What follows belongs to an exercise in optimizing a design on an open flow for small area; a production flow would make more cautious choices.
In this exercise RTL edits were held to simulation tests only and were not proved equivalent to the original.

File: run.sh
#!/bin/bash
# synth_recipe.tcl (not shown) runs the flow's synth.tcl, then flattens the netlist and writes it again
# the make line also repeats each setting of config.mk as NAME=value (left out here)
make -C /OpenROAD-flow-scripts/flow DESIGN_CONFIG=/design/flow/config.mk WORK_HOME=/design/flow/orfs CLKGATE_MAP_FILE= SYNTH_SCRIPT=/design/flow/synth_recipe.tcl finish
File: config.mk
export PLATFORM = sky130hd
export DESIGN_NAME = fast_detector
export DESIGN_NICKNAME = fast_detector
export VERILOG_FILES = /design/flow/design.v
export SDC_FILE = /design/flow/constraint.sdc
export NUM_CORES = 4
export LEC_CHECK = 0
export CAP_MARGIN = 20
export CORE_MARGIN = 2
export CORE_UTILIZATION = 40
export SLEW_MARGIN = 20
File: constraint.sdc
create_clock -name core_clock -period 5.0 [get_ports {clk}]
set_input_delay 1.0000 -clock core_clock [delete_from_list [all_inputs] [get_ports {clk}]]
set_output_delay 1.0000 -clock core_clock [all_outputs]
set_load 0.01 [all_outputs]
File: design.v
`timescale 1ns / 1ps
module fast_detector(
    input clk,
    input en,
    input [7:0] row_cnt,
    input [8:0] col_cnt,
    input [7:0] f_6,
    input [7:0] f_5,
    input [7:0] f_4,
    input [7:0] f_3,
    input [7:0] f_2,
    input [7:0] f_1,
    input [7:0] f_0,
    output is_FAST
    );
parameter WIDTH = 8;
parameter ROW = 240;
parameter COL = 376;
parameter TH = 25;
reg [7:0] fast_row_cnt;
reg [8:0] fast_col_cnt;
reg start_cnt;
always @(posedge clk or negedge en) begin
    if (!en) begin
        fast_row_cnt <= 8'd7;
        fast_col_cnt <= 9'd6;
        start_cnt <= 1'b0;
    end
    else begin
        if (start_cnt) begin
            fast_col_cnt <= fast_col_cnt + 1'b1;
            if (fast_col_cnt == COL - 1) begin
                fast_col_cnt <= 1'b0;
            end
            else begin
                fast_col_cnt <= fast_col_cnt + 1'b1;
            end
            if (fast_row_cnt == ROW - 1 && fast_col_cnt == COL - 1) begin  
                fast_row_cnt <= 1'b0;    
                start_cnt <= 1'b0;
            end
            else begin
                if (fast_col_cnt == COL - 1) begin
                    fast_row_cnt <= fast_row_cnt + 1'b1;
                end
                else begin
                    fast_row_cnt <= fast_row_cnt;
                end
            end
        end
        else if (row_cnt == 8'd1 && col_cnt == 9'd33) begin
            fast_col_cnt <= 9'd7;
            start_cnt <= 1'b1;
        end
    end
end
reg [WIDTH-1:0] kernel [48:0];
always @(posedge clk or negedge en) begin
    if (!en) 
    begin: kernel_rst
        integer i;
        for(i=0;i<49;i=i+1) begin
            kernel[i] <= 1'b0;
        end
    end
    else 
        begin: kernel_inst
        integer i;
        kernel[48] <= f_6;
        kernel[41] <= f_5;
        kernel[34] <= f_4;
        kernel[27] <= f_3;
        kernel[20] <= f_2;
        kernel[13] <= f_1;
        kernel[6]  <= f_0;
        for(i=0;i<6;i=i+1) begin
            kernel[48-i-1] <= kernel[48-i];
            kernel[41-i-1] <= kernel[41-i];
            kernel[34-i-1] <= kernel[34-i];
            kernel[27-i-1] <= kernel[27-i];
            kernel[20-i-1] <= kernel[20-i];
            kernel[13-i-1] <= kernel[13-i];
            kernel[6-i-1]  <= kernel[6-i];
        end
    end
end
reg is_fast_before_8;
reg is_fast_before_9;
reg is_fast_before_10;
reg is_fast_before_11;
reg is_fast_before_12;
reg is_fast_before_13;
reg is_fast_before_14;
reg is_fast_before_15;
reg is_fast_before_16;
reg is_fast_before_17;
reg is_fast_before_18;
reg is_fast_before_19;
reg is_fast_before_20;
reg is_fast_before_21;
reg is_fast_before_22;
reg is_fast_before_23;
wire [7:0] pixel [15:0];
wire [7:0] center;
assign center = kernel[24];
assign pixel[0]  =  kernel[3];
assign pixel[1]  =  kernel[4];
assign pixel[2]  =  kernel[12];
assign pixel[3]  =  kernel[20];
assign pixel[4]  = kernel[27];
assign pixel[5]  = kernel[34];
assign pixel[6]  = kernel[40];
assign pixel[7]  = kernel[46];
assign pixel[8]  = kernel[45];
assign pixel[9]  = kernel[44];
assign pixel[10] = kernel[36];
assign pixel[11] = kernel[28];
assign pixel[12] = kernel[21];
assign pixel[13] = kernel[14];
assign pixel[14] = kernel[8];
assign pixel[15] = kernel[2];
wire [7:0] center_bright;
wire [7:0] center_dark;
assign center_bright = (8'd255 - TH) >= center ? (center + TH) : 8'd255;
assign center_dark = center >= TH ? (center - TH) : 8'd0;
reg [4:0] judge_cnt_0;
always @(posedge clk or negedge en) begin
    if (!en) begin
        judge_cnt_0 <= 1'b0;
    end
    else begin
        if (pixel[0] > center_bright || pixel[0] < center_dark) begin
            judge_cnt_0 <= 1'b1;
        end
        else begin
            judge_cnt_0 <= 1'b0;
        end
    end
end
reg [7:0] pixel_1[15:0];
reg [7:0] center_1;
reg [4:0] judge_cnt_1;
wire [7:0] center_bright_1;
wire [7:0] center_dark_1;
assign center_bright_1 = (8'd255 - TH) >= center_1 ? (center_1 + TH) : 8'd255;
assign center_dark_1 = center_1 >= TH ? (center_1 - TH) : 8'd0;
always @(posedge clk or negedge en) begin
    if (!en) begin: pipe_1
        integer i;
        for(i=0;i<16;i=i+1) begin
            pixel_1[i] <= 1'b0;
        end
    end
    else begin: pi_1
        integer i;
        for(i=0;i<16;i=i+1) begin
            pixel_1[i] <= pixel[i];
        end
    end
end
always @(posedge clk or negedge en) begin
    if (!en) begin
        judge_cnt_1 <= 1'b0;
    end
    else begin
        if ((judge_cnt_0 == 1'b0 && (pixel_1[1] > center_bright_1 || pixel_1[1] < center_dark_1)) || (pixel_1[0] < center_dark_1 && pixel_1[1] < center_dark_1) || (pixel_1[0] > center_bright_1 && pixel_1[1] > center_bright_1)) begin
            judge_cnt_1 <= judge_cnt_0 + 1'b1;
        end
        else begin
            judge_cnt_1 <= 1'b0;
        end
    end
end
reg [7:0] pixel_2[15:0];
reg [7:0] center_2;
reg [4:0] judge_cnt_2;
wire [7:0] center_bright_2;
wire [7:0] center_dark_2;
assign center_bright_2 = (8'd255 - TH) >= center_2 ? (center_2 + TH) : 8'd255;
assign center_dark_2 = center_2 >= TH ? (center_2 - TH) : 8'd0;
always @(posedge clk or negedge en) begin
    if (!en) begin: pipe_2
        integer i;
        for(i=0;i<16;i=i+1) begin
            pixel_2[i] <= 1'b0;
        end
    end
    else begin: pi_2
        integer i;
        for(i=0;i<16;i=i+1) begin
            pixel_2[i] <= pixel_1[i];
        end
    end
end
always @(posedge clk or negedge en) begin
    if (!en) begin
        judge_cnt_2 <= 1'b0;
    end
    else begin
        if ((judge_cnt_1 == 1'b0 && (pixel_2[2] > center_bright_2 || pixel_2[2] < center_dark_2)) || (pixel_2[1] < center_dark_2 && pixel_2[2] < center_dark_2) || (pixel_2[1] > center_bright_2 && pixel_2[2] > center_bright_2)) begin
            judge_cnt_2 <= judge_cnt_1 + 1'b1;
        end
        else begin
            judge_cnt_2 <= 1'b0;
        end
    end
end
reg [7:0] pixel_3[15:0];
reg [7:0] center_3;
reg [4:0] judge_cnt_3;
wire [7:0] center_bright_3;
wire [7:0] center_dark_3;
assign center_bright_3 = (8'd255 - TH) >= center_3 ? (center_3 + TH) : 8'd255;
assign center_dark_3 = center_3 >= TH ? (center_3 - TH) : 8'd0;
always @(posedge clk or negedge en) begin
    if (!en) begin: pipe_3
        integer i;
        for(i=0;i<16;i=i+1) begin
            pixel_3[i] <= 1'b0;
        end
    end
    else begin: pi_3
        integer i;
        for(i=0;i<16;i=i+1) begin
            pixel_3[i] <= pixel_2[i];
        end
    end
end
always @(posedge clk or negedge en) begin
    if (!en) begin
        judge_cnt_3 <= 1'b0;
    end
    else begin
        if ((judge_cnt_2 == 1'b0 && (pixel_3[3] > center_bright_3 || pixel_3[3] < center_dark_3)) || (pixel_3[2] < center_dark_3 && pixel_3[3] < center_dark_3) || (pixel_3[2] > center_bright_3 && pixel_3[3] > center_bright_3)) begin
            judge_cnt_3 <= judge_cnt_2 + 1'b1;
        end
        else begin
            judge_cnt_3 <= 1'b0;
        end
    end
end
reg [7:0] pixel_4[15:0];
reg [7:0] center_4;
reg [4:0] judge_cnt_4;
wire [7:0] center_bright_4;
wire [7:0] center_dark_4;
assign center_bright_4 = (8'd255 - TH) >= center_4 ? (center_4 + TH) : 8'd255;
assign center_dark_4 = center_4 >= TH ? (center_4 - TH) : 8'd0;
always @(posedge clk or negedge en) begin
    if (!en) begin: pipe_4
        integer i;
        for(i=0;i<16;i=i+1) begin
            pixel_4[i] <= 1'b0;
        end
    end
    else begin: pi_4
        integer i;
        for(i=0;i<16;i=i+1) begin
            pixel_4[i] <= pixel_3[i];
        end
    end
end
always @(posedge clk or negedge en) begin
    if (!en) begin
        judge_cnt_4 <= 1'b0;
    end
    else begin
        if ((judge_cnt_3 == 1'b0 && (pixel_4[4] > center_bright_4 || pixel_4[4] < center_dark_4)) || (pixel_4[3] < center_dark_4 && pixel_4[4] < center_dark_4) || (pixel_4[3] > center_bright_4 && pixel_4[4] > center_bright_4)) begin
            judge_cnt_4 <= judge_cnt_3 + 1'b1;
        end
        else begin
            judge_cnt_4 <= 1'b0;
        end
    end
end
reg [7:0] pixel_5[15:0];
reg [7:0] center_5;
reg [4:0] judge_cnt_5;
wire [7:0] center_bright_5;
wire [7:0] center_dark_5;
assign center_bright_5 = (8'd255 - TH) >= center_5 ? (center_5 + TH) : 8'd255;
assign center_dark_5 = center_5 >= TH ? (center_5 - TH) : 8'd0;
always @(posedge clk or negedge en) begin
    if (!en) begin: pipe_5
        integer i;
        for(i=0;i<16;i=i+1) begin
            pixel_5[i] <= 1'b0;
        end
    end
    else begin: pi_5
        integer i;
        for(i=0;i<16;i=i+1) begin
            pixel_5[i] <= pixel_4[i];
        end
    end
end
always @(posedge clk or negedge en) begin
    if (!en) begin
        judge_cnt_5 <= 1'b0;
    end
    else begin
        if ((judge_cnt_4 == 1'b0 && (pixel_5[5] > center_bright_5 || pixel_5[5] < center_dark_5)) || (pixel_5[4] < center_dark_5 && pixel_5[5] < center_dark_5) || (pixel_5[4] > center_bright_5 && pixel_5[5] > center_bright_5)) begin
            judge_cnt_5 <= judge_cnt_4 + 1'b1;
        end
        else begin
            judge_cnt_5 <= 1'b0;
        end
    end
end
reg [7:0] pixel_6[15:0];
reg [7:0] center_6;
reg [4:0] judge_cnt_6;
wire [7:0] center_bright_6;
wire [7:0] center_dark_6;
assign center_bright_6 = (8'd255 - TH) >= center_6 ? (center_6 + TH) : 8'd255;
assign center_dark_6 = center_6 >= TH ? (center_6 - TH) : 8'd0;
always @(posedge clk or negedge en) begin
    if (!en) begin: pipe_6
        integer i;
        for(i=0;i<16;i=i+1) begin
            pixel_6[i] <= 1'b0;
        end
    end
    else begin: pi_6
        integer i;
        for(i=0;i<16;i=i+1) begin
            pixel_6[i] <= pixel_5[i];
        end
    end
end
always @(posedge clk or negedge en) begin
    if (!en) begin
        judge_cnt_6 <= 1'b0;
    end
    else begin
        if ((judge_cnt_5 == 1'b0 && (pixel_6[6] > center_bright_6 || pixel_6[6] < center_dark_6)) || (pixel_6[5] < center_dark_6 && pixel_6[6] < center_dark_6) || (pixel_6[5] > center_bright_6 && pixel_6[6] > center_bright_6)) begin
            judge_cnt_6 <= judge_cnt_5 + 1'b1;
        end
        else begin
            judge_cnt_6 <= 1'b0;
        end
    end
end
reg [7:0] pixel_7[15:0];
reg [7:0] center_7;
reg [4:0] judge_cnt_7;
wire [7:0] center_bright_7;
wire [7:0] center_dark_7;
assign center_bright_7 = (8'd255 - TH) >= center_7 ? (center_7 + TH) : 8'd255;
assign center_dark_7 = center_7 >= TH ? (center_7 - TH) : 8'd0;
always @(posedge clk or negedge en) begin
    if (!en) begin: pipe_7
        integer i;
        for(i=0;i<16;i=i+1) begin
            pixel_7[i] <= 1'b0;
        end
    end
    else begin: pi_7
        integer i;
        for(i=0;i<16;i=i+1) begin
            pixel_7[i] <= pixel_6[i];
        end
    end
end
always @(posedge clk or negedge en) begin
    if (!en) begin
        judge_cnt_7 <= 1'b0;
    end
    else begin
        if ((judge_cnt_6 == 1'b0 && (pixel_7[7] > center_bright_7 || pixel_7[7] < center_dark_7)) || (pixel_7[6] < center_dark_7 && pixel_7[7] < center_dark_7) || (pixel_7[6] > center_bright_7 && pixel_7[7] > center_bright_7)) begin
            judge_cnt_7 <= judge_cnt_6 + 1'b1;
        end
        else begin
            judge_cnt_7 <= 1'b0;
        end
    end
end
reg [7:0] pixel_8[15:0];
reg [7:0] center_8;
reg [4:0] judge_cnt_8;
wire [7:0] center_bright_8;
wire [7:0] center_dark_8;
assign center_bright_8 = (8'd255 - TH) >= center_8 ? (center_8 + TH) : 8'd255;
assign center_dark_8 = center_8 >= TH ? (center_8 - TH) : 8'd0;
always @(posedge clk or negedge en) begin
    if (!en) begin: pipe_8
        integer i;
        for(i=0;i<16;i=i+1) begin
            pixel_8[i] <= 1'b0;
        end
    end
    else begin: pi_8
        integer i;
        for(i=0;i<16;i=i+1) begin
            pixel_8[i] <= pixel_7[i];
        end
    end
end
always @(posedge clk or negedge en) begin
    if (!en) begin
        judge_cnt_8 <= 1'b0;
        is_fast_before_8 <= 1'b0;
    end
    else begin
        if ((judge_cnt_7 == 1'b0 && (pixel_8[8] > center_bright_8 || pixel_8[8] < center_dark_8)) || (pixel_8[7] < center_dark_8 && pixel_8[8] < center_dark_8) || (pixel_8[7] > center_bright_8 && pixel_8[8] > center_bright_8)) begin
            judge_cnt_8 <= judge_cnt_7 + 1'b1;
            if (judge_cnt_7 + 1'b1 >= 4'd9) begin
                is_fast_before_8 <= 1'b1;
            end
            else begin
                is_fast_before_8 <= 1'b0;
            end
        end
        else begin
            is_fast_before_8 <= 1'b0;
            judge_cnt_8 <= 1'b0;
        end
    end
end
reg [7:0] pixel_9[15:0];
reg [7:0] center_9;
reg [4:0] judge_cnt_9;
wire [7:0] center_bright_9;
wire [7:0] center_dark_9;
assign center_bright_9 = (8'd255 - TH) >= center_9 ? (center_9 + TH) : 8'd255;
assign center_dark_9 = center_9 >= TH ? (center_9 - TH) : 8'd0;
always @(posedge clk or negedge en) begin
    if (!en) begin: pipe_9
        integer i;
        for(i=0;i<16;i=i+1) begin
            pixel_9[i] <= 1'b0;
        end
    end
    else begin: pi_9
        integer i;
        for(i=0;i<16;i=i+1) begin
            pixel_9[i] <= pixel_8[i];
        end
    end
end
always @(posedge clk or negedge en) begin
    if (!en) begin
        judge_cnt_9 <= 1'b0;
        is_fast_before_9 <= 1'b0;
    end
    else begin
        if ((judge_cnt_8 == 1'b0 && (pixel_9[9] > center_bright_9 || pixel_9[9] < center_dark_9)) || (pixel_9[8] < center_dark_9 && pixel_9[9] < center_dark_9) || (pixel_9[8] > center_bright_9 && pixel_9[9] > center_bright_9)) begin
            judge_cnt_9 <= judge_cnt_8 + 1'b1;
            if (judge_cnt_8 + 1'b1 >= 4'd9 || is_fast_before_8 == 1'b1) begin
                is_fast_before_9 <= 1'b1;
            end
            else begin
                is_fast_before_9 <= 1'b0;
            end
        end
        else begin
            if (is_fast_before_8 == 1'b1) begin
                is_fast_before_9 <= 1'b1;
            end
            else begin
                is_fast_before_9 <= 1'b0;
            end
            judge_cnt_9 <= 1'b0;
        end
    end
end
reg [7:0] pixel_10[15:0];
reg [7:0] center_10;
reg [4:0] judge_cnt_10;
wire [7:0] center_bright_10;
wire [7:0] center_dark_10;
assign center_bright_10 = (8'd255 - TH) >= center_10 ? (center_10 + TH) : 8'd255;
assign center_dark_10 = center_10 >= TH ? (center_10 - TH) : 8'd0;
always @(posedge clk or negedge en) begin
    if (!en) begin: pipe_10
        integer i;
        for(i=0;i<16;i=i+1) begin
            pixel_10[i] <= 1'b0;
        end
    end
    else begin: pi_10
        integer i;
        for(i=0;i<16;i=i+1) begin
            pixel_10[i] <= pixel_9[i];
        end
    end
end
always @(posedge clk or negedge en) begin
    if (!en) begin
        judge_cnt_10 <= 1'b0;
        is_fast_before_10 <= 1'b0;
    end
    else begin
        if ((judge_cnt_9 == 1'b0 && (pixel_10[10] > center_bright_10 || pixel_10[10] < center_dark_10)) || (pixel_10[9] < center_dark_10 && pixel_10[10] < center_dark_10) || (pixel_10[9] > center_bright_10 && pixel_10[10] > center_bright_10)) begin
            judge_cnt_10 <= judge_cnt_9 + 1'b1;
            if (judge_cnt_9 + 1'b1 >= 4'd9 || is_fast_before_9 == 1'b1) begin
                is_fast_before_10 <= 1'b1;
            end
            else begin
                is_fast_before_10 <= 1'b0;
            end
        end
        else begin
            if (is_fast_before_9 == 1'b1) begin
                is_fast_before_10 <= 1'b1;
            end
            else begin
                is_fast_before_10 <= 1'b0;
            end
            judge_cnt_10 <= 1'b0;
        end
    end
end
reg [7:0] pixel_11[15:0];
reg [7:0] center_11;
reg [4:0] judge_cnt_11;
wire [7:0] center_bright_11;
wire [7:0] center_dark_11;
assign center_bright_11 = (8'd255 - TH) >= center_11 ? (center_11 + TH) : 8'd255;
assign center_dark_11 = center_11 >= TH ? (center_11 - TH) : 8'd0;
always @(posedge clk or negedge en) begin
    if (!en) begin: pipe_11
        integer i;
        for(i=0;i<16;i=i+1) begin
            pixel_11[i] <= 1'b0;
        end
    end
    else begin: pi_11
        integer i;
        for(i=0;i<16;i=i+1) begin
            pixel_11[i] <= pixel_10[i];
        end
    end
end
always @(posedge clk or negedge en) begin
    if (!en) begin
        judge_cnt_11 <= 1'b0;
        is_fast_before_11 <= 1'b0;
    end
    else begin
        if ((judge_cnt_10 == 1'b0 && (pixel_11[11] > center_bright_11 || pixel_11[11] < center_dark_11)) || (pixel_11[10] < center_dark_11 && pixel_11[11] < center_dark_11) || (pixel_11[10] > center_bright_11 && pixel_11[11] > center_bright_11)) begin
            judge_cnt_11 <= judge_cnt_10 + 1'b1;
            if (judge_cnt_10 + 1'b1 >= 4'd9 || is_fast_before_10 == 1'b1) begin
                is_fast_before_11 <= 1'b1;
            end
            else begin
                is_fast_before_11 <= 1'b0;
            end
        end
        else begin
            if (is_fast_before_10 == 1'b1) begin
                is_fast_before_11 <= 1'b1;
            end
            else begin
                is_fast_before_11 <= 1'b0;
            end
            judge_cnt_11 <= 1'b0;
        end
    end
end
reg [7:0] pixel_12[15:0];
reg [7:0] center_12;
reg [4:0] judge_cnt_12;
wire [7:0] center_bright_12;
wire [7:0] center_dark_12;
assign center_bright_12 = (8'd255 - TH) >= center_12 ? (center_12 + TH) : 8'd255;
assign center_dark_12 = center_12 >= TH ? (center_12 - TH) : 8'd0;
always @(posedge clk or negedge en) begin
    if (!en) begin: pipe_12
        integer i;
        for(i=0;i<16;i=i+1) begin
            pixel_12[i] <= 1'b0;
        end
    end
    else begin: pi_12
        integer i;
        for(i=0;i<16;i=i+1) begin
            pixel_12[i] <= pixel_11[i];
        end
    end
end
always @(posedge clk or negedge en) begin
    if (!en) begin
        judge_cnt_12 <= 1'b0;
        is_fast_before_12 <= 1'b0;
    end
    else begin
        if ((judge_cnt_11 == 1'b0 && (pixel_12[12] > center_bright_12 || pixel_12[12] < center_dark_12)) || (pixel_12[11] < center_dark_12 && pixel_12[12] < center_dark_12) || (pixel_12[11] > center_bright_12 && pixel_12[12] > center_bright_12)) begin
            judge_cnt_12 <= judge_cnt_11 + 1'b1;
            if (judge_cnt_11 + 1'b1 >= 4'd9 || is_fast_before_11 == 1'b1) begin
                is_fast_before_12 <= 1'b1;
            end
            else begin
                is_fast_before_12 <= 1'b0;
            end
        end
        else begin
            if (is_fast_before_11 == 1'b1) begin
                is_fast_before_12 <= 1'b1;
            end
            else begin
                is_fast_before_12 <= 1'b0;
            end
            judge_cnt_12 <= 1'b0;
        end
    end
end
reg [7:0] pixel_13[15:0];
reg [7:0] center_13;
reg [4:0] judge_cnt_13;
wire [7:0] center_bright_13;
wire [7:0] center_dark_13;
assign center_bright_13 = (8'd255 - TH) >= center_13 ? (center_13 + TH) : 8'd255;
assign center_dark_13 = center_13 >= TH ? (center_13 - TH) : 8'd0;
always @(posedge clk or negedge en) begin
    if (!en) begin: pipe_13
        integer i;
        for(i=0;i<16;i=i+1) begin
            pixel_13[i] <= 1'b0;
        end
    end
    else begin: pi_13
        integer i;
        for(i=0;i<16;i=i+1) begin
            pixel_13[i] <= pixel_12[i];
        end
    end
end
always @(posedge clk or negedge en) begin
    if (!en) begin
        judge_cnt_13 <= 1'b0;
        is_fast_before_13 <= 1'b0;
    end
    else begin
        if ((judge_cnt_12 == 1'b0 && (pixel_13[13] > center_bright_13 || pixel_13[13] < center_dark_13)) || (pixel_13[12] < center_dark_13 && pixel_13[13] < center_dark_13) || (pixel_13[12] > center_bright_13 && pixel_13[13] > center_bright_13)) begin
            judge_cnt_13 <= judge_cnt_12 + 1'b1;
            if (judge_cnt_12 + 1'b1 >= 4'd9 || is_fast_before_12 == 1'b1) begin
                is_fast_before_13 <= 1'b1;
            end
            else begin
                is_fast_before_13 <= 1'b0;
            end
        end
        else begin
            if (is_fast_before_12 == 1'b1) begin
                is_fast_before_13 <= 1'b1;
            end
            else begin
                is_fast_before_13 <= 1'b0;
            end
            judge_cnt_13 <= 1'b0;
        end
    end
end
reg [7:0] pixel_14[15:0];
reg [7:0] center_14;
reg [4:0] judge_cnt_14;
wire [7:0] center_bright_14;
wire [7:0] center_dark_14;
assign center_bright_14 = (8'd255 - TH) >= center_14 ? (center_14 + TH) : 8'd255;
assign center_dark_14 = center_14 >= TH ? (center_14 - TH) : 8'd0;
always @(posedge clk or negedge en) begin
    if (!en) begin: pipe_14
        integer i;
        for(i=0;i<16;i=i+1) begin
            pixel_14[i] <= 1'b0;
        end
    end
    else begin: pi_14
        integer i;
        for(i=0;i<16;i=i+1) begin
            pixel_14[i] <= pixel_13[i];
        end
    end
end
always @(posedge clk or negedge en) begin
    if (!en) begin
        judge_cnt_14 <= 1'b0;
        is_fast_before_14 <= 1'b0;
    end
    else begin
        if ((judge_cnt_13 == 1'b0 && (pixel_14[14] > center_bright_14 || pixel_14[14] < center_dark_14)) || (pixel_14[13] < center_dark_14 && pixel_14[14] < center_dark_14) || (pixel_14[13] > center_bright_14 && pixel_14[14] > center_bright_14)) begin
            judge_cnt_14 <= judge_cnt_13 + 1'b1;
            if (judge_cnt_13 + 1'b1 >= 4'd9 || is_fast_before_13 == 1'b1) begin
                is_fast_before_14 <= 1'b1;
            end
            else begin
                is_fast_before_14 <= 1'b0;
            end
        end
        else begin
            if (is_fast_before_13 == 1'b1) begin
                is_fast_before_14 <= 1'b1;
            end
            else begin
                is_fast_before_14 <= 1'b0;
            end
            judge_cnt_14 <= 1'b0;
        end
    end
end
reg [7:0] pixel_15[15:0];
reg [7:0] center_15;
reg [4:0] judge_cnt_15;
wire [7:0] center_bright_15;
wire [7:0] center_dark_15;
assign center_bright_15 = (8'd255 - TH) >= center_15 ? (center_15 + TH) : 8'd255;
assign center_dark_15 = center_15 >= TH ? (center_15 - TH) : 8'd0;
always @(posedge clk or negedge en) begin
    if (!en) begin: pipe_15
        integer i;
        for(i=0;i<16;i=i+1) begin
            pixel_15[i] <= 1'b0;
        end
    end
    else begin: pi_15
        integer i;
        for(i=0;i<16;i=i+1) begin
            pixel_15[i] <= pixel_14[i];
        end
    end
end
always @(posedge clk or negedge en) begin
    if (!en) begin
        judge_cnt_15 <= 1'b0;
        is_fast_before_15 <= 1'b0;
    end
    else begin
        if ((judge_cnt_14 == 1'b0 && (pixel_15[15] > center_bright_15 || pixel_15[15] < center_dark_15)) || (pixel_15[14] < center_dark_15 && pixel_15[15] < center_dark_15) || (pixel_15[14] > center_bright_15 && pixel_15[15] > center_bright_15)) begin
            judge_cnt_15 <= judge_cnt_14 + 1'b1;
            if (judge_cnt_14 + 1'b1 >= 4'd9 || is_fast_before_14 == 1'b1) begin
                is_fast_before_15 <= 1'b1;
            end
            else begin
                is_fast_before_15 <= 1'b0;
            end
        end
        else begin
            if (is_fast_before_14 == 1'b1) begin
                is_fast_before_15 <= 1'b1;
            end
            else begin
                is_fast_before_15 <= 1'b0;
            end
            judge_cnt_15 <= 1'b0;
        end
    end
end
reg [7:0] pixel_16[15:0];
reg [7:0] center_16;
reg [4:0] judge_cnt_16;
wire [7:0] center_bright_16;
wire [7:0] center_dark_16;
assign center_bright_16 = (8'd255 - TH) >= center_16 ? (center_16 + TH) : 8'd255;
assign center_dark_16 = center_16 >= TH ? (center_16 - TH) : 8'd0;
always @(posedge clk or negedge en) begin
    if (!en) begin: pipe_16
        integer i;
        for(i=0;i<16;i=i+1) begin
            pixel_16[i] <= 1'b0;
        end
    end
    else begin: pi_16
        integer i;
        for(i=0;i<16;i=i+1) begin
            pixel_16[i] <= pixel_15[i];
        end
    end
end
always @(posedge clk or negedge en) begin
    if (!en) begin
        judge_cnt_16 <= 1'b0;
        is_fast_before_16 <= 1'b0;
    end
    else begin
        if ((judge_cnt_15 == 1'b0 && (pixel_16[0] > center_bright_16 || pixel_16[0] < center_dark_16)) || (pixel_16[15] < center_dark_16 && pixel_16[0] < center_dark_16) || (pixel_16[15] > center_bright_16 && pixel_16[0] > center_bright_16)) begin
            judge_cnt_16 <= judge_cnt_15 + 1'b1;
            if (judge_cnt_15 + 1'b1 >= 4'd9 || is_fast_before_15 == 1'b1) begin
                is_fast_before_16 <= 1'b1;
            end
            else begin
                is_fast_before_16 <= 1'b0;
            end
        end
        else begin
            if (is_fast_before_15 == 1'b1) begin
                is_fast_before_16 <= 1'b1;
            end
            else begin
                is_fast_before_16 <= 1'b0;
            end
            judge_cnt_16 <= 1'b0;
        end
    end
end
reg [7:0] pixel_17[15:0];
reg [7:0] center_17;
reg [4:0] judge_cnt_17;
wire [7:0] center_bright_17;
wire [7:0] center_dark_17;
assign center_bright_17 = (8'd255 - TH) >= center_17 ? (center_17 + TH) : 8'd255;
assign center_dark_17 = center_17 >= TH ? (center_17 - TH) : 8'd0;
always @(posedge clk or negedge en) begin
    if (!en) begin: pipe_17
        integer i;
        for(i=0;i<16;i=i+1) begin
            pixel_17[i] <= 1'b0;
        end
    end
    else begin: pi_17
        integer i;
        for(i=0;i<16;i=i+1) begin
            pixel_17[i] <= pixel_16[i];
        end
    end
end
always @(posedge clk or negedge en) begin
    if (!en) begin
        judge_cnt_17 <= 1'b0;
        is_fast_before_17 <= 1'b0;
    end
    else begin
        if ((judge_cnt_16 == 1'b0 && (pixel_17[1] > center_bright_17 || pixel_17[1] < center_dark_17)) || (pixel_17[0] < center_dark_17 && pixel_17[1] < center_dark_17) || (pixel_17[0] > center_bright_17 && pixel_17[1] > center_bright_17)) begin
            judge_cnt_17 <= judge_cnt_16 + 1'b1;
            if (judge_cnt_16 + 1'b1 >= 4'd9 || is_fast_before_16 == 1'b1) begin
                is_fast_before_17 <= 1'b1;
            end
            else begin
                is_fast_before_17 <= 1'b0;
            end
        end
        else begin
            if (is_fast_before_16 == 1'b1) begin
                is_fast_before_17 <= 1'b1;
            end
            else begin
                is_fast_before_17 <= 1'b0;
            end
            judge_cnt_17 <= 1'b0;
        end
    end
end
reg [7:0] pixel_18[15:0];
reg [7:0] center_18;
reg [4:0] judge_cnt_18;
wire [7:0] center_bright_18;
wire [7:0] center_dark_18;
assign center_bright_18 = (8'd255 - TH) >= center_18 ? (center_18 + TH) : 8'd255;
assign center_dark_18 = center_18 >= TH ? (center_18 - TH) : 8'd0;
always @(posedge clk or negedge en) begin
    if (!en) begin: pipe_18
        integer i;
        for(i=0;i<16;i=i+1) begin
            pixel_18[i] <= 1'b0;
        end
    end
    else begin: pi_18
        integer i;
        for(i=0;i<16;i=i+1) begin
            pixel_18[i] <= pixel_17[i];
        end
    end
end
always @(posedge clk or negedge en) begin
    if (!en) begin
        judge_cnt_18 <= 1'b0;
        is_fast_before_18 <= 1'b0;
    end
    else begin
        if ((judge_cnt_17 == 1'b0 && (pixel_18[2] > center_bright_18 || pixel_18[2] < center_dark_18)) || (pixel_18[1] < center_dark_18 && pixel_18[2] < center_dark_18) || (pixel_18[1] > center_bright_18 && pixel_18[2] > center_bright_18)) begin
            judge_cnt_18 <= judge_cnt_17 + 1'b1;
            if (judge_cnt_17 + 1'b1 >= 4'd9 || is_fast_before_17 == 1'b1) begin
                is_fast_before_18 <= 1'b1;
            end
            else begin
                is_fast_before_18 <= 1'b0;
            end
        end
        else begin
            if (is_fast_before_17 == 1'b1) begin
                is_fast_before_18 <= 1'b1;
            end
            else begin
                is_fast_before_18 <= 1'b0;
            end
            judge_cnt_18 <= 1'b0;
        end
    end
end
reg [7:0] pixel_19[15:0];
reg [7:0] center_19;
reg [4:0] judge_cnt_19;
wire [7:0] center_bright_19;
wire [7:0] center_dark_19;
assign center_bright_19 = (8'd255 - TH) >= center_19 ? (center_19 + TH) : 8'd255;
assign center_dark_19 = center_19 >= TH ? (center_19 - TH) : 8'd0;
always @(posedge clk or negedge en) begin
    if (!en) begin: pipe_19
        integer i;
        for(i=0;i<16;i=i+1) begin
            pixel_19[i] <= 1'b0;
        end
    end
    else begin: pi_19
        integer i;
        for(i=0;i<16;i=i+1) begin
            pixel_19[i] <= pixel_18[i];
        end
    end
end
always @(posedge clk or negedge en) begin
    if (!en) begin
        judge_cnt_19 <= 1'b0;
        is_fast_before_19 <= 1'b0;
    end
    else begin
        if ((judge_cnt_18 == 1'b0 && (pixel_19[3] > center_bright_19 || pixel_19[3] < center_dark_19)) || (pixel_19[2] < center_dark_19 && pixel_19[3] < center_dark_19) || (pixel_19[2] > center_bright_19 && pixel_19[3] > center_bright_19)) begin
            judge_cnt_19 <= judge_cnt_18 + 1'b1;
            if (judge_cnt_18 + 1'b1 >= 4'd9 || is_fast_before_18 == 1'b1) begin
                is_fast_before_19 <= 1'b1;
            end
            else begin
                is_fast_before_19 <= 1'b0;
            end
        end
        else begin
            if (is_fast_before_18 == 1'b1) begin
                is_fast_before_19 <= 1'b1;
            end
            else begin
                is_fast_before_19 <= 1'b0;
            end
            judge_cnt_19 <= 1'b0;
        end
    end
end
reg [7:0] pixel_20[15:0];
reg [7:0] center_20;
reg [4:0] judge_cnt_20;
wire [7:0] center_bright_20;
wire [7:0] center_dark_20;
assign center_bright_20 = (8'd255 - TH) >= center_20 ? (center_20 + TH) : 8'd255;
assign center_dark_20 = center_20 >= TH ? (center_20 - TH) : 8'd0;
always @(posedge clk or negedge en) begin
    if (!en) begin: pipe_20
        integer i;
        for(i=0;i<16;i=i+1) begin
            pixel_20[i] <= 1'b0;
        end
    end
    else begin: pi_20
        integer i;
        for(i=0;i<16;i=i+1) begin
            pixel_20[i] <= pixel_19[i];
        end
    end
end
always @(posedge clk or negedge en) begin
    if (!en) begin
        judge_cnt_20 <= 1'b0;
        is_fast_before_20 <= 1'b0;
    end
    else begin
        if ((judge_cnt_19 == 1'b0 && (pixel_20[4] > center_bright_20 || pixel_20[4] < center_dark_20)) || (pixel_20[3] < center_dark_20 && pixel_20[4] < center_dark_20) || (pixel_20[3] > center_bright_20 && pixel_20[4] > center_bright_20)) begin
            judge_cnt_20 <= judge_cnt_19 + 1'b1;
            if (judge_cnt_19 + 1'b1 >= 4'd9 || is_fast_before_19 == 1'b1) begin
                is_fast_before_20 <= 1'b1;
            end
            else begin
                is_fast_before_20 <= 1'b0;
            end
        end
        else begin
            if (is_fast_before_19 == 1'b1) begin
                is_fast_before_20 <= 1'b1;
            end
            else begin
                is_fast_before_20 <= 1'b0;
            end
            judge_cnt_20 <= 1'b0;
        end
    end
end
reg [7:0] pixel_21[15:0];
reg [7:0] center_21;
reg [4:0] judge_cnt_21;
wire [7:0] center_bright_21;
wire [7:0] center_dark_21;
assign center_bright_21 = (8'd255 - TH) >= center_21 ? (center_21 + TH) : 8'd255;
assign center_dark_21 = center_21 >= TH ? (center_21 - TH) : 8'd0;
always @(posedge clk or negedge en) begin
    if (!en) begin: pipe_21
        integer i;
        for(i=0;i<16;i=i+1) begin
            pixel_21[i] <= 1'b0;
        end
    end
    else begin: pi_21
        integer i;
        for(i=0;i<16;i=i+1) begin
            pixel_21[i] <= pixel_20[i];
        end
    end
end
always @(posedge clk or negedge en) begin
    if (!en) begin
        judge_cnt_21 <= 1'b0;
        is_fast_before_21 <= 1'b0;
    end
    else begin
        if ((judge_cnt_20 == 1'b0 && (pixel_21[5] > center_bright_21 || pixel_21[5] < center_dark_21)) || (pixel_21[4] < center_dark_21 && pixel_21[5] < center_dark_21) || (pixel_21[4] > center_bright_21 && pixel_21[5] > center_bright_21)) begin
            judge_cnt_21 <= judge_cnt_20 + 1'b1;
            if (judge_cnt_20 + 1'b1 >= 4'd9 || is_fast_before_20 == 1'b1) begin
                is_fast_before_21 <= 1'b1;
            end
            else begin
                is_fast_before_21 <= 1'b0;
            end
        end
        else begin
            if (is_fast_before_20 == 1'b1) begin
                is_fast_before_21 <= 1'b1;
            end
            else begin
                is_fast_before_21 <= 1'b0;
            end
            judge_cnt_21 <= 1'b0;
        end
    end
end
reg [7:0] pixel_22[15:0];
reg [7:0] center_22;
reg [4:0] judge_cnt_22;
wire [7:0] center_bright_22;
wire [7:0] center_dark_22;
assign center_bright_22 = (8'd255 - TH) >= center_22 ? (center_22 + TH) : 8'd255;
assign center_dark_22 = center_22 >= TH ? (center_22 - TH) : 8'd0;
always @(posedge clk or negedge en) begin
    if (!en) begin: pipe_22
        integer i;
        for(i=0;i<16;i=i+1) begin
            pixel_22[i] <= 1'b0;
        end
    end
    else begin: pi_22
        integer i;
        for(i=0;i<16;i=i+1) begin
            pixel_22[i] <= pixel_21[i];
        end
    end
end
always @(posedge clk or negedge en) begin
    if (!en) begin
        judge_cnt_22 <= 1'b0;
        is_fast_before_22 <= 1'b0;
    end
    else begin
        if ((judge_cnt_21 == 1'b0 && (pixel_22[6] > center_bright_22 || pixel_22[6] < center_dark_22)) || (pixel_22[5] < center_dark_22 && pixel_22[6] < center_dark_22) || (pixel_22[5] > center_bright_22 && pixel_22[6] > center_bright_22)) begin
            judge_cnt_22 <= judge_cnt_21 + 1'b1;
            if (judge_cnt_21 + 1'b1 >= 4'd9 || is_fast_before_21 == 1'b1) begin
                is_fast_before_22 <= 1'b1;
            end
            else begin
                is_fast_before_22 <= 1'b0;
            end
        end
        else begin
            if (is_fast_before_21 == 1'b1) begin
                is_fast_before_22 <= 1'b1;
            end
            else begin
                is_fast_before_22 <= 1'b0;
            end
            judge_cnt_22 <= 1'b0;
        end
    end
end
reg [7:0] pixel_23[15:0];
reg [7:0] center_23;
reg [4:0] judge_cnt_23;
wire [7:0] center_bright_23;
wire [7:0] center_dark_23;
assign center_bright_23 = (8'd255 - TH) >= center_23 ? (center_23 + TH) : 8'd255;
assign center_dark_23 = center_23 >= TH ? (center_23 - TH) : 8'd0;
always @(posedge clk or negedge en) begin
    if (!en) begin: pipe_23
        integer i;
        for(i=0;i<16;i=i+1) begin
            pixel_23[i] <= 1'b0;
        end
    end
    else begin: pi_23
        integer i;
        for(i=0;i<16;i=i+1) begin
            pixel_23[i] <= pixel_22[i];
        end
    end
end
always @(posedge clk or negedge en) begin
    if (!en) begin
        judge_cnt_23 <= 1'b0;
        is_fast_before_23 <= 1'b0;
    end
    else begin
        if ((judge_cnt_22 == 1'b0 && (pixel_23[7] > center_bright_23 || pixel_23[7] < center_dark_23)) || (pixel_23[6] < center_dark_23 && pixel_23[7] < center_dark_23) || (pixel_23[6] > center_bright_23 && pixel_23[7] > center_bright_23)) begin
            judge_cnt_23 <= judge_cnt_22 + 1'b1;
            if (judge_cnt_22 + 1'b1 >= 4'd9 || is_fast_before_22 == 1'b1) begin
                is_fast_before_23 <= 1'b1;
            end
            else begin
                is_fast_before_23 <= 1'b0;
            end
        end
        else begin
            if (is_fast_before_22 == 1'b1) begin
                is_fast_before_23 <= 1'b1;
            end
            else begin
                is_fast_before_23 <= 1'b0;
            end
            judge_cnt_23 <= 1'b0;
        end
    end
end
always @(posedge clk or negedge en) begin
    if (!en) begin
        center_1 <= 1'b0;
        center_2 <= 1'b0;
        center_3 <= 1'b0;
        center_4 <= 1'b0;
        center_5 <= 1'b0;
        center_6 <= 1'b0;
        center_7 <= 1'b0;
        center_8 <= 1'b0;
        center_9 <= 1'b0;
        center_10 <= 1'b0;
        center_11 <= 1'b0;
        center_12 <= 1'b0;
        center_13 <= 1'b0;
        center_14 <= 1'b0;
        center_15 <= 1'b0;
        center_16 <= 1'b0;
        center_17 <= 1'b0;
        center_18 <= 1'b0;
        center_19 <= 1'b0;
        center_20 <= 1'b0;
        center_21 <= 1'b0;
        center_22 <= 1'b0;
        center_23 <= 1'b0;
    end
    else begin
        center_1 <= center;
        center_2 <= center_1;
        center_3 <= center_2;
        center_4 <= center_3;
        center_5 <= center_4;
        center_6 <= center_5;
        center_7 <= center_6;
        center_8 <= center_7;
        center_9 <= center_8;
        center_10 <= center_9;
        center_11 <= center_10;
        center_12 <= center_11;
        center_13 <= center_12;
        center_14 <= center_13;
        center_15 <= center_14;
        center_16 <= center_15;
        center_17 <= center_16;
        center_18 <= center_17;
        center_19 <= center_18;
        center_20 <= center_19;
        center_21 <= center_20;
        center_22 <= center_21;
        center_23 <= center_22;
    end
end
assign is_FAST = (is_fast_before_23 || judge_cnt_23 >= 4'd9) && (fast_row_cnt >= 8'd7 && fast_row_cnt <= 8'd231 && fast_col_cnt >= 9'd7 && fast_col_cnt <= 9'd367) ? 1'b1 : 1'b0;
endmodule
==> results.toml <==
[worst_setup_path]
worst_ep_arrival_time_ns = 4.50
endpoint_kind = "flop"
rr_endpoint = "is_fast_before_18$_DFF_PN0_"
critical_path_required_ns = 5.61
rr_startpoint = "center_18[0]$_DFF_PN0_"
ff2ff_setup_slack_ns = 1.11
crit_type = "flop to flop"
crit_start = "center_18[0]$_DFF_PN0_"
critPathCapture = "is_fast_before_18$_DFF_PN0_"
worstPathMaxFanout = 9
r2r.worst_path.cells = 13
cp-start-kind = "flop"

[floorplan]
std_cell_rows = 147
start_util_pct = 40.2
die-area_um2 = 165000
ios = 76
fp.coreArea_um2 = 160000
die_h_um = 406
die_w_um = 406

[grt]
grt_usage_pct = 16.2
grt_pass1_vias = 40458
met3_usage_pct = 2.65
grt_start_max_net_pins = 144
met1_usage_pct = 21.9
use_met2_pct = 26.7
grt_pass1_wl_um = 214000
antenna_found_initial = 5
overflow = 0
top_usage_layer = "met2"

[cts]
clock_path_buffers = 3
cts.clk_slew.worst_paths_ns = 0.06
cts_buffers = 153
cts_hold_buf = 0
cts_tree = "yes"
post_cts_buffers = 0
cts_resized = 0
htree_levels = 4
worstSkewPairLatency_ns = 0.78
cts_sinks = 1456
root_buffer = "clkbuf_16"

[layout]
mostFrequentLayoutCells = "dfrtp_1 (1451), ha_1 (824), nor2_1 (395)"
area_growth_pct = 13.5
register_area_um2 = 36400
fin_util_pct = 45.7
final_area_um2 = 73200
final_common_cell = "dfrtp_1"
multi_input_area_um2 = 26900
nFillCells = 14519
nets = 6430
drive_gt1_share_pct = 6.53

[placed_design]
gp_congestion = 0.880
pre_cts_slack_ns = 1.14
place_area_um2 = 68000
dp_hpwl_um = 95900
port_buffers = 75

[yosys]
synth_top_area_share_pct = 56.3
synthTopCellsByArea = "dfrtp_1 (56%), ha_1 (16%), nor2_1 (2.3%)"
synth_seq_cells = 1456
synthesis.area_um2 = 64500
synthFlopType = "dfrtp_1"
synth_cells = 5340
yosysUniqueCellTypes = 102
synth_edf_count = 0
synth_warnings = 25
syn_area_per_cell_um2 = 12.1
yosysTopAreaCell = "dfrtp_1"
synth-seq-area-share_pct = 56.5
postSynth.asyncResetShare_pct = 100
syn_nets = 6239

[timing]
setup_ws_ns = 1.11
finalClockSkew_ns = 0.0303
clock.fmax_mhz = 257
finalSetupViolations = 0
finalHoldViolCount = 0
min_period_over_period_pct = 77.9
relSlewSlack_pct = 22.6
tightest_slew_ns = 1.14
final_max_slew_viol_count = 0
period_needed_ns = 3.89
fin_tns_setup_ns = 0
rsz0062_at_grt = "no"

[power_and_ir_drop]
ir_drop_mv = 0.361
power_leakage_nw = 33.8
total_power_w = 0.0290
powerDensity_nw_per_um2 = 396

[detailed_routing]
drt-initial-drc-count = 2193
drc = 0
wl_um = 130000
dr.pass1.iters = 7
via_count = 39525
vias_per_cell = 5.06
drtAntennaViolNets = 0
wl_per_cell_um = 16.6

[run]
maxCapViolCount = 0

[run_status]
status = "timing/DRC/antenna clean"

[worst_hold_path]
hp-class = "input pin to asynchronous set/reset pin"
[stage by stage]
step                      hold slack [ns]  std cells
after floorplan                     0.331       5340
after global placement              0.331       7536
after detailed placement            0.335       7536
after CTS                           0.235       7810
after global routing                0.261       7810
final                               0.254       7811
[critical path: stages, from the launching register on]
cell	delay, ns
dfrtp_1	0.61
inv_1	0.27
ha_1	0.26
nand3b_1	0.20
a211oi_2	0.48
nor2_1	0.16
ha_1	0.32
a21o_1	0.16
a21oi_1	0.14
nor2b_1	0.06
a2111oi_0	0.45
a22oi_1	0.18
a32oi_2	0.33
o21bai_1	0.13
[worst min path at each step]
stage	startpoint	cells past startpoint	slack, ns	endpoint
6_report	en	1	0.25	pixel_16[2][7]$_DFF_PN0_
5_1_grt	en	1	0.26	pixel_16[2][7]$_DFF_PN0_
4_1_cts	en	1	0.24	pixel_16[2][0]$_DFF_PN0_
3_5_place_dp	kernel[15][0]$_DFF_PN0_	0	0.33	kernel[14][0]$_DFF_PN0_
3_3_place_gp	pixel_2[6][5]$_DFF_PN0_	0	0.33	kernel[37][5]$_DFF_PN0_
2_1_floorplan	pixel_1[2][0]$_DFF_PN0_	0	0.33	kernel[10][0]$_DFF_PN0_
[metal layers]
metal	up-vias	part of all wire (%)
li1	19216	-
met1	19397	46
met2	665	47
met3	247	3.9
met4	0	2.8
met5	-	0
[final cells by class]
cell class | instances | area share (%)
Timing Repair Buffer | 104 | 1.52
Tap cell | 2160 | 3.69
Clock inverter | 68 | 1.22
Clock buffer | 206 | 5.91
Inverter | 241 | 1.24
Antenna cell | 1 | 0.00342
Multi-Input combinational cell | 3575 | 36.7
Sequential cell | 1456 | 49.8
[power breakdown]
| group | internal [W] | switching [W] |
|---|---|---|
| combinational | 0.00183 | 0.00244 |
| sequential | 0.0126 | 0.000766 |
| clock | 0.00665 | 0.00473 |
[flip-flops by register name (all words and copies together), names as in the netlist, 48 cells and up]
name,flops
kernel,192
pixel_3,88
pixel_6,64
pixel_9,64
pixel_16,56
pixel_2,56
pixel_4,56
pixel_5,56
pixel_12,48
pixel_17,48
pixel_1,48
[synth_stat cells (20+ instances only)]
| library cell | n |
|---|---|
| nand2_1 | 348 |
| xnor2_1 | 160 |
| buf_2 | 30 |
| a31oi_1 | 45 |
| or2_2 | 24 |
| nor3_1 | 128 |
| nand3_1 | 167 |
| nand2b_1 | 56 |
| maj3_1 | 30 |
| and2_1 | 36 |
| o21a_1 | 29 |
| nor2b_1 | 123 |
| o21ai_0 | 193 |
| xor2_1 | 109 |
| a2111oi_0 | 24 |
| clkbuf_1 | 34 |
| o211ai_1 | 39 |
| dfrtp_1 | 1451 |
| inv_1 | 241 |
| and4_1 | 33 |
| and3_1 | 20 |
| a21o_1 | 112 |
| ha_1 | 824 |
| nand4_1 | 52 |
| nor2_1 | 395 |
| a21oi_1 | 238 |
| nand3b_1 | 24 |
| a211oi_1 | 39 |
[kinds of logic (layout without fill, tap and decap cells)]
group,Yosys count,in the layout,synth area share [%]
AND/OR/NAND/NOR,1498,1498,11.5
flip-flops,1456,1456,56.5
AO/OA/AOI/OAI,930,930,9.63
adder cells (fa/ha/maj),858,858,16.5
buffers and inverters,309,619,1.89
XOR/XNOR,269,269,3.65
multiplexers,20,20,0.314
other,0,1,0

==> separate check: timing with driven ports <==
In the flow no input, the clock included, has a driving cell. The finished layout below was timed again as built, in two steps.
Step 1, drivers: a clkbuf_16 drives clk and a buf_2 each remaining input, both assumed.
Step 2 also shifts input and output timing later by t, the mid clock arrival at the registers, as if the neighbouring blocks saw the same clock.
a / b / c = no drivers / after step 1 / after step 2; a / b = the first two.
t (ns): 0.830
setup WS [ns]: 1.106 / 1.106 / 1.106
worst setup path at the end: register to register
latest minus earliest clock arrival (ns): 0.056 / 0.056
After both steps setup and hold are still met in this run. The setup slack of this run moves by 0.000 ns with the drivers and by 0.000 ns with both steps.
